Background: an optimization exercise with open tools, aiming at small area. Do not read the settings as production practice.
The RTL was checked by simulation tests, not by an equivalence proof against the original design.
The clock port is modelled as an ideal driver; clocking choices that lean on that would not hold on a real chip.
Power is estimated from default activity; no workload was simulated.

==> module meanfilter, before the edit <==
module meanfilter #(
    parameter           DATA_WITH    =  24,
    parameter    [7:0]  MEAN_Level   =  7
)
(
    input       wire                        clk,
    input       wire                        rst,
    input       wire                        en,
    input       wire                        iValid,
    input       wire [DATA_WITH-1:0]        iData,
    output      wire [DATA_WITH + MEAN_Level -1:0] oData,
    output      wire                        oReady
);
reg  [4:0]  v;       
reg  [1:0]  prev;    
reg         z;       
reg  [1:0]  cn;      
reg  [30:0] rn;      
reg  [3:0]  tn;      
wire st0 = iValid & ~v[0];
wire st1 = v[0] & ~v[1];
wire st2 = v[1] & ~v[2];
wire st3 = v[2] & ~v[3];
wire st4 = v[3] & ~v[4];
wire p0  = ~(st1 | st2 | st3 | st4);
wire shift = en & (st0 | st1 | st2 | st3 | st4);
wire wrap = (prev == 2'b11 && iData[23:22] == 2'b00) ||
            (prev == 2'b00 && iData[23:22] == 2'b11);
wire g0 = z ? st1 : p0;
wire g1 = z ? st2 : st1;
wire g2 = z ? st3 : st2;
wire g3 = z ? st4 : st3;
wire [6:0] xdn = ~(({7{g0}} & iData[6:0]) | ({7{g1}} & iData[13:7]) |
                   ({7{g2}} & iData[20:14]) | ({7{g3}} & {4'b0, iData[23:21]}));
wire ga = z | p0;
wire gb = z | st4;
wire [6:0] an = {rn[6:3] | {4{ga | st4}}, rn[2:0] | {3{ga}}};
wire [6:0] bn = ~(rn[13:7] | {{4{gb | st3}}, {3{gb}}});
wire       ci = p0 | (z & st1);      
wire [1:0] cin = ci ? 2'b10 : cn;
wire [6:0] psn = an ^ bn ^ xdn;
wire [6:0] pcn = (an & bn) | (an & xdn) | (bn & xdn);
wire [7:0] rcn;
wire [6:0] dn;
assign dn[0]  = psn[0] ^ cin[0] ^ cin[1];
assign rcn[0] = (psn[0] & cin[0]) | (psn[0] & cin[1]) | (cin[0] & cin[1]);
genvar j;
generate for (j = 1; j < 7; j = j + 1) begin : g_rip
    assign dn[j]  = psn[j] ^ pcn[j-1] ^ rcn[j-1];
    assign rcn[j] = (psn[j] & pcn[j-1]) | (psn[j] & rcn[j-1]) | (pcn[j-1] & rcn[j-1]);
end endgenerate
always @(posedge clk) begin
    v[0] <= iValid;
    if (rst)
        v[4:1] <= 4'd0;
    else
        v[4:1] <= v[3:0];
    prev <= iData[23:22];
    if (rst)
        z <= 1'b1;
    else if (en & st0 & wrap)
        z <= 1'b1;
    else if (en & st4)
        z <= 1'b0;
    cn <= {pcn[6], rcn[6]};
    tn <= dn[6:3];
    if (shift)
        rn <= {dn[2:0], {tn, rn[30:28]} | {7{z & st1}}, rn[27:7]};
end
assign oData  = en ? (z ? 31'd0 : ~rn) : {iData, 7'b0};
assign oReady = v[4];
endmodule
clock: 5.0 ns
lec_check: 0
abc_area: 1
cap_margin: 0
core_margin: 2
core_utilization: 65
slew_margin: 0
standard.sh (not shown) runs the stock make flow with config.mk's settings and CLKGATE_MAP_FILE= SYNTH_SCRIPT=/design/flow/synth_recipe.tcl, a recipe that flattens the netlist after the stock synthesis.
==> flow/flow/run.sh <==
#!/bin/bash
set -euo pipefail
rm -rf scripts_local
cp -r "$FLOW_HOME/scripts" scripts_local
cp flow/abc_area.script scripts_local/abc_area.script
export SCRIPTS_DIR="$PWD/scripts_local"
export BUFFER_PORTS_ARGS="-buffer_cell sky130_fd_sc_hd__buf_1"
export PRE_CTS_TCL="$PWD/flow/manual_cts.tcl"
export CTS_ARGS="-clk_nets clk -dont_use_dummy_load"
export MCTS_N=3 MCTS_CELL=sky130_fd_sc_hd__clkbuf_8 MCTS_ROOT=sky130_fd_sc_hd__clkbuf_1
RES="$PWD/orfs/results/sky130hd/meanfilter/base"
bash standard.sh "$RES/1_2_yosys.v" > synth.log 2>&1
python3 flow/fa_pins.py "$RES/1_2_yosys.v" > fa_pins.log 2>&1
# the platform's don't-use cells, plus the larger plain buffers, so that repair
# buffers high-fanout nets with buf_1/buf_2
DONT_USE="sky130_fd_sc_hd__probe_p_8 sky130_fd_sc_hd__probec_p_8 sky130_fd_sc_hd__lpflow_bleeder_1 sky130_fd_sc_hd__lpflow_clkbufkapwr_1 sky130_fd_sc_hd__lpflow_clkbufkapwr_16 sky130_fd_sc_hd__lpflow_clkbufkapwr_2 sky130_fd_sc_hd__lpflow_clkbufkapwr_4 sky130_fd_sc_hd__lpflow_clkbufkapwr_8 sky130_fd_sc_hd__lpflow_clkinvkapwr_1 sky130_fd_sc_hd__lpflow_clkinvkapwr_16 sky130_fd_sc_hd__lpflow_clkinvkapwr_2 sky130_fd_sc_hd__lpflow_clkinvkapwr_4 sky130_fd_sc_hd__lpflow_clkinvkapwr_8 sky130_fd_sc_hd__lpflow_decapkapwr_12 sky130_fd_sc_hd__lpflow_decapkapwr_3 sky130_fd_sc_hd__lpflow_decapkapwr_4 sky130_fd_sc_hd__lpflow_decapkapwr_6 sky130_fd_sc_hd__lpflow_decapkapwr_8 sky130_fd_sc_hd__lpflow_inputiso0n_1 sky130_fd_sc_hd__lpflow_inputiso0p_1 sky130_fd_sc_hd__lpflow_inputiso1n_1 sky130_fd_sc_hd__lpflow_inputiso1p_1 sky130_fd_sc_hd__lpflow_inputisolatch_1 sky130_fd_sc_hd__lpflow_isobufsrc_1 sky130_fd_sc_hd__lpflow_isobufsrc_16 sky130_fd_sc_hd__lpflow_isobufsrc_2 sky130_fd_sc_hd__lpflow_isobufsrc_4 sky130_fd_sc_hd__lpflow_isobufsrc_8 sky130_fd_sc_hd__lpflow_isobufsrckapwr_16 sky130_fd_sc_hd__lpflow_lsbuf_lh_hl_isowell_tap_1 sky130_fd_sc_hd__lpflow_lsbuf_lh_hl_isowell_tap_2 sky130_fd_sc_hd__lpflow_lsbuf_lh_hl_isowell_tap_4 sky130_fd_sc_hd__lpflow_lsbuf_lh_isowell_4 sky130_fd_sc_hd__lpflow_lsbuf_lh_isowell_tap_1 sky130_fd_sc_hd__lpflow_lsbuf_lh_isowell_tap_2 sky130_fd_sc_hd__lpflow_lsbuf_lh_isowell_tap_4 sky130_fd_sc_hd__buf_4 sky130_fd_sc_hd__buf_6 sky130_fd_sc_hd__buf_8 sky130_fd_sc_hd__buf_12 sky130_fd_sc_hd__buf_16 sky130_fd_sc_hd__clkbuf_4 sky130_fd_sc_hd__clkbuf_16 sky130_fd_sc_hd__dlygate4sd1_1 sky130_fd_sc_hd__dlygate4sd2_1 sky130_fd_sc_hd__dlygate4sd3_1 sky130_fd_sc_hd__clkdlybuf4s15_1 sky130_fd_sc_hd__clkdlybuf4s15_2 sky130_fd_sc_hd__clkdlybuf4s18_1 sky130_fd_sc_hd__clkdlybuf4s18_2 sky130_fd_sc_hd__clkdlybuf4s25_1 sky130_fd_sc_hd__clkdlybuf4s25_2 sky130_fd_sc_hd__clkdlybuf4s50_1 sky130_fd_sc_hd__clkdlybuf4s50_2 sky130_fd_sc_hd__dlymetal6s2s_1 sky130_fd_sc_hd__dlymetal6s4s_1 sky130_fd_sc_hd__dlymetal6s6s_1"
bash standard.sh DONT_USE_CELLS="$DONT_USE" finish > standard.log 2>&1
Other scripts of this flow, unchanged in this note and not shown: flow/flow/abc_area.script, flow/flow/fa_pins.py, flow/flow/manual_cts.tcl
Next try:
==> flow/design.v (replaced) <==
`timescale 1ns / 1ps
module meanfilter #(
    parameter           DATA_WITH    =  24,
    parameter    [7:0]  MEAN_Level   =  7
)
(
    input       wire                        clk,
    input       wire                        rst,
    input       wire                        en,
    input       wire                        iValid,
    input       wire [DATA_WITH-1:0]        iData,
    output      wire [DATA_WITH + MEAN_Level -1:0] oData,
    output      wire                        oReady
);
reg  [4:0]  v;       
reg         p11;     
reg         p00;     
reg         z;       
reg         l0;      
reg  [1:0]  cn;      
reg  [30:0] rn;      
reg  [3:0]  tn;      
wire st0 = iValid & ~v[0];
wire st1 = v[0] & ~v[1];
wire st2 = v[1] & ~v[2];
wire st3 = v[2] & ~v[3];
wire st4 = v[3] & ~v[4];
wire p0  = ~(st1 | st2 | st3 | st4);
wire shift = en & (st0 | st1 | st2 | st3 | (st4 & ~z));
wire wrap = (p11 & ~iData[23] & ~iData[22]) | (p00 & iData[23] & iData[22]);
wire [6:0] xdn = ~(({7{p0}}  & iData[6:0]) | ({7{st1}} & iData[13:7]) |
                   ({7{st2}} & iData[20:14]) | ({7{st3}} & {4'b0, iData[23:21]}));
wire ga = z | p0;
wire gb = z | st4;
wire gw = gb | (p0 & wrap);
wire [6:0] an = {rn[6:3] | {4{ga | st4}}, rn[2:0] | {3{ga}}};
wire [6:0] bn = ~(rn[13:7] | {{4{gw | st3}}, {2{gw}}, gb});
wire [1:0] cin = p0 ? {~wrap | z | rn[7], 1'b0} : cn;
wire [6:0] psn = an ^ bn ^ xdn;
wire [6:0] pcn = (an & bn) | (an & xdn) | (bn & xdn);
wire [7:0] rcn;
wire [6:0] dn;
assign dn[0]  = psn[0] ^ cin[0] ^ cin[1];
assign rcn[0] = (psn[0] & cin[0]) | (psn[0] & cin[1]) | (cin[0] & cin[1]);
genvar j;
generate for (j = 1; j < 7; j = j + 1) begin : g_rip
    assign dn[j]  = psn[j] ^ pcn[j-1] ^ rcn[j-1];
    assign rcn[j] = (psn[j] & pcn[j-1]) | (psn[j] & rcn[j-1]) | (pcn[j-1] & rcn[j-1]);
end endgenerate
always @(posedge clk) begin
    v[0] <= iValid;
    if (rst)
        v[4:1] <= 4'd0;
    else
        v[4:1] <= v[3:0];
    p11 <= iData[23] & iData[22];
    p00 <= ~(iData[23] | iData[22]);
    if (rst)
        z <= 1'b1;
    else if (en & st0 & wrap)
        z <= 1'b1;
    else if (en & st4)
        z <= 1'b0;
    if (en & st4)
        l0 <= z;
    cn <= {pcn[6], rcn[6]};
    tn <= dn[6:3];
    if (shift)
        rn <= {dn[2:0], tn, rn[30:7]};
end
assign oData  = en ? (z ? 31'd0 : ~rn & {24'hffffff, {7{~l0}}}) : {iData, 7'b0};
assign oReady = v[4];
endmodule
Routed wire length drops by 4.0%.
Synthesized area fell by 0.53%.
Final area fell by 0.89%.
Die area falls by 0.51%.
Register-to-register slack gains 0.08 ns.
Core utilization shrinks by 0.73 points.
Worst hold slack degrades by 0.032 ns.
Synthesized cell count came out lower by 1.6%.
Total power increases by 2.0%.

[static timing again, ports no longer ideal]
How much do the figures lean on ideal ports? The routed layouts below were timed once more, with nothing changed but the port constraints.
Step 1, drivers: a clkbuf_16 drives clk and a buf_2 each remaining input, both assumed.
Step 2 also shifts input and output timing later by t, the mid clock arrival at the registers, as if the neighbouring blocks saw the same clock.
Three values: ideal, step 1, step 2; two values: the first two.
run | t, ns | slack for setup (ns) | pins driven straight from the clock port
the first run | 0.494 | 0.145 / 0.145 / 0.038 | 1
the second run | 0.507 | 0.224 / 0.224 / -0.032 | 1
With both steps, setup timing fails in the second run, where it was met with ideal ports. For the second run, which loses most, drivers alone change the setup slack by 0.000 ns; drivers and shift together by -0.256 ns.
